Background: an optimization exercise with open tools, aiming at small area, a short achievable clock period and few clock cycles. Do not read the settings as production practice.
The RTL was checked by simulation tests, not by an equivalence proof against the original design.
Power figures rest on the tool's default switching activity, not on a simulated workload.

==> job 6850: inputs <==
==> flow/design.v (excerpt) <==
module CHIP (	clk,
				rst_n,
				mem_read_D,
				mem_write_D,
				mem_addr_D,
				mem_wdata_D,
				mem_rdata_D,
				mem_ready_D,
				mem_read_I,
				mem_write_I,
				mem_addr_I,
				mem_wdata_I,
				mem_rdata_I,
				mem_ready_I,
				DCACHE_addr,
				DCACHE_wdata,
				DCACHE_wen,
				DCACHE_stall
			);
export LEC_CHECK = 0
export CAP_MARGIN = 60
export CORE_MARGIN = 2
export CORE_UTILIZATION = 50
export CTS_CLUSTER_DIAMETER = 80
export CTS_CLUSTER_SIZE = 20
export SLEW_MARGIN = 60
export TNS_END_PERCENT = 20
create_clock -name core_clock -period 11.0 [get_ports {clk}]
standard.sh (not shown) runs the stock make flow with config.mk's settings and CLKGATE_MAP_FILE= SYNTH_SCRIPT=/design/flow/synth_recipe.tcl, a recipe that flattens the netlist after the stock synthesis.
==> flow/flow/run.sh <==
#!/bin/bash
# Layout flow: the standard ORFS flow (standard.sh), with the standard
# synthesis unchanged, port buffers of buf_2 cells and a larger setup margin
# for ORFS's timing repair in the later steps. Each step's full output goes
# to its own log in this folder (and ORFS's per-step logs under orfs/logs).
set -uo pipefail
bash standard.sh synth > synth.log 2>&1 || exit 1
bash standard.sh SETUP_SLACK_MARGIN=7 "BUFFER_PORTS_ARGS=-buffer_cell sky130_fd_sc_hd__buf_2" finish > layout.log 2>&1 || exit 1
==> inputs of job 8814, as changes to job 6850 <==
--- a/flow/design.v
+++ b/flow/design.v
@@ -227,16 +227,16 @@
 reg  [1:0]   lpw;                      
 reg          sbv;                      
 reg  [1:0]   sbw;
 assign mem_wdata = d;
 wire [31:0] ea = ex_base;
 wire [31:0] eb = ex_off;
 wire [4:0]  lo = {1'b0, ea[3:0]} + {1'b0, eb[3:0]};
-wire [27:0] et  = m_miss ? m_addr[31:4] : ((sbv | lpv) ? mem_addr : t);
-wire        ev  = m_miss | sbv | lpv | v;
+wire [27:0] et  = m_miss ? m_addr[31:4] : t;
+wire        ev  = m_miss | v;
 wire [31:0] eg = ea & eb;
 wire [31:0] ep = ea ^ eb;
 wire [31:4] cin = {eg[30:4] | (ep[30:4] & ~et[26:0]), lo[4]};
 wire ehit = ev & (&(ep[31:4] ^ et ^ ~cin));
 wire [1:0] mword = m_addr[3:2];
 wire   fill   = busy & rd & mem_ready;    
 wire   fclean = fill & ~y;                 
@@ -250,15 +250,15 @@
 assign lp_data = bswap(mem_rdata[lpw*32 +: 32]);
 assign m_rdmem  = m_miss | pend;
 assign m_rdline = bswap(d[mword*32 +: 32]);
 assign m_rdata  = m_rdmem ? bswap(mem_rdata[mword*32 +: 32]) : m_rdline;
 wire   st_hit = m_valid & m_store & ~m_miss;
 assign m_stdone = m_valid & m_store & (~m_miss | sbtake);
 assign m_stwait = m_miss & ~rdout;
-assign m_sbhold = (sbv & ~fclean) | (lpv & ~fill) | (m_valid & (m_load | m_store) & m_miss & ~fill);
+assign m_sbhold = sbv | lpv | (m_valid & (m_load | m_store) & m_miss);
 always @(posedge clk) begin
     if (rst) begin
         m_miss <= 1'b0;
     end else if (!m_stall) begin
         m_miss <= ex_enter & ~ehit;
     end else if (fill) begin
         m_miss <= 1'b0;
@@ -349,25 +349,23 @@
 function [31:0] bswap(input [31:0] v);
     bswap = {v[7:0], v[15:8], v[23:16], v[31:24]};
 endfunction
 wire rst = ~rst_n;
 reg  [26:0] PC;
 reg         ID_valid;
 reg  [27:0] ID_instr;        
-reg  [3:0]  ID_s1h, ID_s2h;   
-reg  [7:0]  ID_s1l, ID_s2l;   
 reg  [26:0] ID_PC;
 reg         EX_valid;
 reg  [31:0] EX_a, EX_b;        
 reg  [31:0] EX_sd;             
 reg  [26:0] EX_alt;           
 reg  [4:0]  EX_rd;
 reg         EX_we, EX_load, EX_store, EX_sub, EX_sra, EX_left;
 reg         EX_radd, EX_rslt, EX_rxor, EX_ror, EX_rand, EX_rsh, EX_rlink;    
-reg         EX_jalr, EX_branch, EX_bne, EX_pred;    
+reg         EX_jalr, EX_branch, EX_bne, EX_pred;
 reg         MEM_valid;
 reg  [31:0] MEM_res, MEM_b;
 reg  [4:0]  MEM_rd;
 reg         MEM_we, MEM_load, MEM_store;
 reg  [31:0] rf [1:31];
 wire        m_stall, m_miss, m_stdone, m_stwait, m_sbhold, m_ltake, lp_fill;
 wire [31:0] lp_data;
@@ -406,18 +404,14 @@
 always @(posedge clk) begin
     if (rst) ID_valid <= 1'b0;
     else if (!front_hold && !ld_stall) ID_valid <= ic_hit & ~ex_redir & ~id_redir;
 end
 always @(posedge clk) begin
     if (!front_hold && !ld_stall) begin
         ID_instr <= ic_instr;
-        ID_s1h   <= 4'd1 << ic_instr[15:14];
-        ID_s1l   <= 8'd1 << ic_instr[13:11];
-        ID_s2h   <= 4'd1 << ic_instr[20:19];
-        ID_s2l   <= 8'd1 << ic_instr[18:16];
         ID_PC    <= PC;
     end
 end
 wire [31:0] ins = {ID_instr[27:3], 7'd0};
 wire [2:0]  knd = ID_instr[2:0];
 wire [4:0]  rs1 = ins[19:15];
 wire [4:0]  rs2 = ins[24:20];
@@ -436,70 +430,59 @@
 wire [31:0] ex_res;
 wire [31:0] mem_res = MEM_load ? m_rdata : MEM_res;
 wire [31:0] mem_fwd = MEM_load ? m_rdline : MEM_res;
 wire ex_fw1  = EX_valid  & EX_we  & (EX_rd  == rs1);
 wire ex_fw2  = EX_valid  & EX_we  & (EX_rd  == rs2);
 wire mem_fw1 = MEM_valid & MEM_we & (MEM_rd == rs1);
 wire mem_fw2 = MEM_valid & MEM_we & (MEM_rd == rs2);
-reg  [31:0] rf1, rf2;
-integer q;
-always @(*) begin
-    rf1 = 32'd0;
-    rf2 = 32'd0;
-    for (q = 1; q < 32; q = q + 1) begin
-        rf1 = rf1 | ({32{ID_s1h[q/8] & ID_s1l[q%8]}} & rf[q]);
-        rf2 = rf2 | ({32{ID_s2h[q/8] & ID_s2l[q%8]}} & rf[q]);
-    end
-end
+wire [31:0] rf1 = (rs1 == 5'd0) ? 32'd0 : rf[rs1];
+wire [31:0] rf2 = (rs2 == 5'd0) ? 32'd0 : rf[rs2];
 wire [31:0] op1 = ex_fw1 ? ex_res : mem_fw1 ? mem_fwd : rf1;
 wire [31:0] op2 = ex_fw2 ? ex_res : mem_fw2 ? mem_fwd : rf2;
 wire   lp_dep = (lp_rd != 5'd0) & ((use1 & (lp_rd == rs1)) | (use2 & (lp_rd == rs2)));
 wire   ml_dep = MEM_valid & MEM_load & MEM_we & m_rdmem &
                 ((use1 & (MEM_rd == rs1)) | (use2 & (MEM_rd == rs2)));
 assign ld_stall = ID_valid & ~ex_redir & ((EX_valid & EX_load & EX_we &
                   ((use1 & (EX_rd == rs1)) | (use2 & (EX_rd == rs2)))) | lp_dep | ml_dep);
 wire [11:0] imm12 = i_S ? {ins[31:25], ins[11:7]} : ins[31:20];
 wire [26:0] immJ  = {{9{ins[31]}}, ins[19:12], ins[20], ins[30:22]};      
 wire [26:0] immB  = {{17{ins[31]}}, ins[7], ins[30:25], ins[11:9]};       
-wire   ret      = i_JALR & (rs1 == 5'd1) & (ins[31:20] == 12'd0) & ~ex_fw1;
-wire [31:0] x1v = mem_fw1 ? mem_fwd : rf[1];
-wire [26:0] jtgt = ID_PC + (i_JAL ? immJ : immB);
-assign id_tgt   = ret ? x1v[28:2] : jtgt;
+assign id_tgt   = ID_PC + (i_JAL ? immJ : immB);
 wire   pred     = i_B & ins[31];               
-assign id_redir = ID_valid & ~ld_stall & ~ex_redir & (i_JAL | pred | ret);
+assign id_redir = ID_valid & ~ld_stall & ~ex_redir & (i_JAL | pred);
 wire [26:0] id_pc1 = ID_PC + 27'd1;
 wire id_adv = ID_valid & ~ld_stall & ~ex_redir;
 always @(posedge clk) begin
     if (rst) EX_valid <= 1'b0;
     else if (!front_hold) EX_valid <= id_adv;
 end
 wire        sub_op = (i_R & (f3 == 3'b000) & ins[30]) | ((i_R | i_I) & (f3 == 3'b010));
 wire [31:0] bsel   = (i_R | i_B) ? op2 : {{20{imm12[11]}}, imm12};
 wire        arith  = i_R | i_I;
 always @(posedge clk) begin
     if (!front_hold) begin
         EX_a      <= op1;
         EX_b      <= bsel;
         EX_sd     <= op2;
-        EX_alt    <= (i_B & ~pred) ? jtgt : id_pc1;
+        EX_alt    <= (i_B & ~pred) ? id_tgt : id_pc1;
         EX_rd     <= rd;
         EX_we     <= wr;
         EX_load   <= i_L;
         EX_store  <= i_S;
         EX_sub    <= sub_op;
         EX_sra    <= ins[30];
         EX_left   <= ~f3[2];
         EX_radd   <= ~(i_JAL | i_JALR) & ~(arith & (f3 != 3'b000));
         EX_rslt   <= arith & (f3 == 3'b010);
         EX_rxor   <= arith & (f3 == 3'b100);
         EX_ror    <= arith & (f3 == 3'b110);
         EX_rand   <= arith & (f3 == 3'b111);
         EX_rsh    <= arith & (f3[1:0] == 2'b01);
         EX_rlink  <= i_JAL | i_JALR;
-        EX_jalr   <= i_JALR & ~ret;
+        EX_jalr   <= i_JALR;
         EX_branch <= i_B;
         EX_bne    <= f3[0];
         EX_pred   <= pred;
     end
 end
 function [31:0] ks_add(input [31:0] a, input [31:0] b, input cin);
     reg [31:0] g, p, gg, pp, gn, pn;
CORE_UTILIZATION = 55   (was 50)
PLACE_DENSITY = 0.7   (was default)
TNS_END_PERCENT = default   (was 20)
==> inputs of job 9275, as changes to job 6850 <==
--- a/flow/design.v
+++ b/flow/design.v
@@ -227,16 +227,16 @@
 reg  [1:0]   lpw;                      
 reg          sbv;                      
 reg  [1:0]   sbw;
 assign mem_wdata = d;
 wire [31:0] ea = ex_base;
 wire [31:0] eb = ex_off;
 wire [4:0]  lo = {1'b0, ea[3:0]} + {1'b0, eb[3:0]};
-wire [27:0] et  = m_miss ? m_addr[31:4] : ((sbv | lpv) ? mem_addr : t);
-wire        ev  = m_miss | sbv | lpv | v;
+wire [27:0] et  = m_miss ? m_addr[31:4] : t;
+wire        ev  = m_miss | v;
 wire [31:0] eg = ea & eb;
 wire [31:0] ep = ea ^ eb;
 wire [31:4] cin = {eg[30:4] | (ep[30:4] & ~et[26:0]), lo[4]};
 wire ehit = ev & (&(ep[31:4] ^ et ^ ~cin));
 wire [1:0] mword = m_addr[3:2];
 wire   fill   = busy & rd & mem_ready;    
 wire   fclean = fill & ~y;                 
@@ -250,15 +250,15 @@
 assign lp_data = bswap(mem_rdata[lpw*32 +: 32]);
 assign m_rdmem  = m_miss | pend;
 assign m_rdline = bswap(d[mword*32 +: 32]);
 assign m_rdata  = m_rdmem ? bswap(mem_rdata[mword*32 +: 32]) : m_rdline;
 wire   st_hit = m_valid & m_store & ~m_miss;
 assign m_stdone = m_valid & m_store & (~m_miss | sbtake);
 assign m_stwait = m_miss & ~rdout;
-assign m_sbhold = (sbv & ~fclean) | (lpv & ~fill) | (m_valid & (m_load | m_store) & m_miss & ~fill);
+assign m_sbhold = sbv | lpv | (m_valid & (m_load | m_store) & m_miss);
 always @(posedge clk) begin
     if (rst) begin
         m_miss <= 1'b0;
     end else if (!m_stall) begin
         m_miss <= ex_enter & ~ehit;
     end else if (fill) begin
         m_miss <= 1'b0;
@@ -349,25 +349,23 @@
 function [31:0] bswap(input [31:0] v);
     bswap = {v[7:0], v[15:8], v[23:16], v[31:24]};
 endfunction
 wire rst = ~rst_n;
 reg  [26:0] PC;
 reg         ID_valid;
 reg  [27:0] ID_instr;        
-reg  [3:0]  ID_s1h, ID_s2h;   
-reg  [7:0]  ID_s1l, ID_s2l;   
 reg  [26:0] ID_PC;
 reg         EX_valid;
 reg  [31:0] EX_a, EX_b;        
 reg  [31:0] EX_sd;             
 reg  [26:0] EX_alt;           
 reg  [4:0]  EX_rd;
 reg         EX_we, EX_load, EX_store, EX_sub, EX_sra, EX_left;
 reg         EX_radd, EX_rslt, EX_rxor, EX_ror, EX_rand, EX_rsh, EX_rlink;    
-reg         EX_jalr, EX_branch, EX_bne, EX_pred;    
+reg         EX_jalr, EX_branch, EX_bne, EX_pred;
 reg         MEM_valid;
 reg  [31:0] MEM_res, MEM_b;
 reg  [4:0]  MEM_rd;
 reg         MEM_we, MEM_load, MEM_store;
 reg  [31:0] rf [1:31];
 wire        m_stall, m_miss, m_stdone, m_stwait, m_sbhold, m_ltake, lp_fill;
 wire [31:0] lp_data;
@@ -406,18 +404,14 @@
 always @(posedge clk) begin
     if (rst) ID_valid <= 1'b0;
     else if (!front_hold && !ld_stall) ID_valid <= ic_hit & ~ex_redir & ~id_redir;
 end
 always @(posedge clk) begin
     if (!front_hold && !ld_stall) begin
         ID_instr <= ic_instr;
-        ID_s1h   <= 4'd1 << ic_instr[15:14];
-        ID_s1l   <= 8'd1 << ic_instr[13:11];
-        ID_s2h   <= 4'd1 << ic_instr[20:19];
-        ID_s2l   <= 8'd1 << ic_instr[18:16];
         ID_PC    <= PC;
     end
 end
 wire [31:0] ins = {ID_instr[27:3], 7'd0};
 wire [2:0]  knd = ID_instr[2:0];
 wire [4:0]  rs1 = ins[19:15];
 wire [4:0]  rs2 = ins[24:20];
@@ -436,70 +430,59 @@
 wire [31:0] ex_res;
 wire [31:0] mem_res = MEM_load ? m_rdata : MEM_res;
 wire [31:0] mem_fwd = MEM_load ? m_rdline : MEM_res;
 wire ex_fw1  = EX_valid  & EX_we  & (EX_rd  == rs1);
 wire ex_fw2  = EX_valid  & EX_we  & (EX_rd  == rs2);
 wire mem_fw1 = MEM_valid & MEM_we & (MEM_rd == rs1);
 wire mem_fw2 = MEM_valid & MEM_we & (MEM_rd == rs2);
-reg  [31:0] rf1, rf2;
-integer q;
-always @(*) begin
-    rf1 = 32'd0;
-    rf2 = 32'd0;
-    for (q = 1; q < 32; q = q + 1) begin
-        rf1 = rf1 | ({32{ID_s1h[q/8] & ID_s1l[q%8]}} & rf[q]);
-        rf2 = rf2 | ({32{ID_s2h[q/8] & ID_s2l[q%8]}} & rf[q]);
-    end
-end
+wire [31:0] rf1 = (rs1 == 5'd0) ? 32'd0 : rf[rs1];
+wire [31:0] rf2 = (rs2 == 5'd0) ? 32'd0 : rf[rs2];
 wire [31:0] op1 = ex_fw1 ? ex_res : mem_fw1 ? mem_fwd : rf1;
 wire [31:0] op2 = ex_fw2 ? ex_res : mem_fw2 ? mem_fwd : rf2;
 wire   lp_dep = (lp_rd != 5'd0) & ((use1 & (lp_rd == rs1)) | (use2 & (lp_rd == rs2)));
 wire   ml_dep = MEM_valid & MEM_load & MEM_we & m_rdmem &
                 ((use1 & (MEM_rd == rs1)) | (use2 & (MEM_rd == rs2)));
 assign ld_stall = ID_valid & ~ex_redir & ((EX_valid & EX_load & EX_we &
                   ((use1 & (EX_rd == rs1)) | (use2 & (EX_rd == rs2)))) | lp_dep | ml_dep);
 wire [11:0] imm12 = i_S ? {ins[31:25], ins[11:7]} : ins[31:20];
 wire [26:0] immJ  = {{9{ins[31]}}, ins[19:12], ins[20], ins[30:22]};      
 wire [26:0] immB  = {{17{ins[31]}}, ins[7], ins[30:25], ins[11:9]};       
-wire   ret      = i_JALR & (rs1 == 5'd1) & (ins[31:20] == 12'd0) & ~ex_fw1;
-wire [31:0] x1v = mem_fw1 ? mem_fwd : rf[1];
-wire [26:0] jtgt = ID_PC + (i_JAL ? immJ : immB);
-assign id_tgt   = ret ? x1v[28:2] : jtgt;
+assign id_tgt   = ID_PC + (i_JAL ? immJ : immB);
 wire   pred     = i_B & ins[31];               
-assign id_redir = ID_valid & ~ld_stall & ~ex_redir & (i_JAL | pred | ret);
+assign id_redir = ID_valid & ~ld_stall & ~ex_redir & (i_JAL | pred);
 wire [26:0] id_pc1 = ID_PC + 27'd1;
 wire id_adv = ID_valid & ~ld_stall & ~ex_redir;
 always @(posedge clk) begin
     if (rst) EX_valid <= 1'b0;
     else if (!front_hold) EX_valid <= id_adv;
 end
 wire        sub_op = (i_R & (f3 == 3'b000) & ins[30]) | ((i_R | i_I) & (f3 == 3'b010));
 wire [31:0] bsel   = (i_R | i_B) ? op2 : {{20{imm12[11]}}, imm12};
 wire        arith  = i_R | i_I;
 always @(posedge clk) begin
     if (!front_hold) begin
         EX_a      <= op1;
         EX_b      <= bsel;
         EX_sd     <= op2;
-        EX_alt    <= (i_B & ~pred) ? jtgt : id_pc1;
+        EX_alt    <= (i_B & ~pred) ? id_tgt : id_pc1;
         EX_rd     <= rd;
         EX_we     <= wr;
         EX_load   <= i_L;
         EX_store  <= i_S;
         EX_sub    <= sub_op;
         EX_sra    <= ins[30];
         EX_left   <= ~f3[2];
         EX_radd   <= ~(i_JAL | i_JALR) & ~(arith & (f3 != 3'b000));
         EX_rslt   <= arith & (f3 == 3'b010);
         EX_rxor   <= arith & (f3 == 3'b100);
         EX_ror    <= arith & (f3 == 3'b110);
         EX_rand   <= arith & (f3 == 3'b111);
         EX_rsh    <= arith & (f3[1:0] == 2'b01);
         EX_rlink  <= i_JAL | i_JALR;
-        EX_jalr   <= i_JALR & ~ret;
+        EX_jalr   <= i_JALR;
         EX_branch <= i_B;
         EX_bne    <= f3[0];
         EX_pred   <= pred;
     end
 end
 function [31:0] ks_add(input [31:0] a, input [31:0] b, input cin);
     reg [31:0] g, p, gg, pp, gn, pn;
CAP_MARGIN = 20   (was 60)
SLEW_MARGIN = 20   (was 60)
TNS_END_PERCENT = default   (was 20)
==> notes <==
Against job 6850, the fmax of job 8814 is higher by about 2.5%. Clock power is about the same in job 8814 and job 6850. In sequential power, job 8814 and job 9275 hardly differ. The lowest sequential share of layout area belongs to job 6850, the highest to job 9275. Hold slack: job 6850 is lower than job 9275 (3.8 ps). Non-clock buffer count: job 6850 > job 8814 > job 9275. First-iteration DRC count, highest first: job 8814, job 6850, job 9275. Job 6850 finished clean. Job 9275 passed the timing, DRC and antenna checks. Job 8814 went through all stages and came out clean. Count of clock-buffer cells in the layout: job 6850 < job 9275 < job 8814.
==> figures <==
Post-Synthesis Cells: job 8814 7954; job 9275 7954; job 6850 7986
Relative slew slack: job 8814 0.512; job 9275 0.189; job 6850 0.531
Buf/Inv on CP: job 8814 3; job 9275 1; job 6850 2
Met2 layer usage reported by global route: job 8814 0.629; job 9275 0.609; job 6850 0.608
Overall routing resource usage: job 8814 0.454; job 9275 0.439; job 6850 0.434
Fin crit period: job 8814 4080 ps; job 9275 4200 ps; job 6850 4190 ps
Switching power summed over all nets: job 8814 3050 uW; job 9275 3110 uW; job 6850 3070 uW
Area of the core: job 8814 190000 sq um; job 9275 209000 sq um; job 6850 212000 sq um
Multi-input gate area: job 8814 41900 sq um; job 9275 41600 sq um; job 6850 42500 sq um
Initial core utilization: job 8814 0.552; job 9275 0.502; job 6850 0.503
Finished Core Util: job 8814 0.631; job 9275 0.570; job 6850 0.573
Multiplexer share of the synthesized area: job 8814 0.0966; job 9275 0.0966; job 6850 0.0950
Critical path data arrival time: job 8814 4770 ps; job 9275 4900 ps; job 6850 4630 ps
Non-Clock Inverter Count: job 8814 156; job 9275 156; job 6850 196
Outcome: job 8814 complete, no violations; job 9275 complete, no violations; job 6850 complete, no violations
DP Cell Count: job 8814 10700; job 9275 10900; job 6850 11000
Number of buffers inserted during clock tree synthesis: job 8814 136; job 9275 136; job 6850 135
Flip-flop and latch count after synthesis: job 8814 2089; job 9275 2089; job 6850 2113
Testbench counts of job 6850, summed over its fixed seeds: cycles 359,853.
Testbench counts of job 8814, summed over its fixed seeds: cycles 378,604.
Testbench counts of job 9275, summed over its fixed seeds: cycles 378,604.

-- what the ideal ports hide --
The flow's constraints put no driver on any port. The routed layouts listed below were extracted and timed again, unchanged, in two steps. Step 1 assumes that a clkbuf_16 drives the clock port and a buf_2 every other input. Step 2 adds t to the input delays and takes it off the output delays; t is the mean of the earliest and latest rising clock arrival at the registers after step 1. Input paths then give back, and output paths get back, about the clock's delay inside the block. Three values: ideal, step 1, step 2; two values: the first two.
run | shift t [ns] | setup WS [ns] | worst hold slack (ns) | worst register clock-pin slew, ns | worst data-port slew with drivers (ns)
job 6850 | 0.942 | 6.813 / 6.813 / 5.995 | 0.420 / 0.420 / 0.420 | 0.09 / 0.09 | 0.23
job 8814 | 0.943 | 6.916 / 6.854 / 6.097 | 0.400 / 0.400 / 0.400 | 0.09 / 0.09 | 0.42
job 9275 | 0.933 | 6.801 / 6.801 / 6.028 | 0.424 / 0.424 / 0.424 | 0.10 / 0.10 | 0.31
After both steps every run listed still meets setup and hold. For job 8814, which loses most, drivers alone change the setup slack by -0.062 ns; drivers and shift together by -0.819 ns.
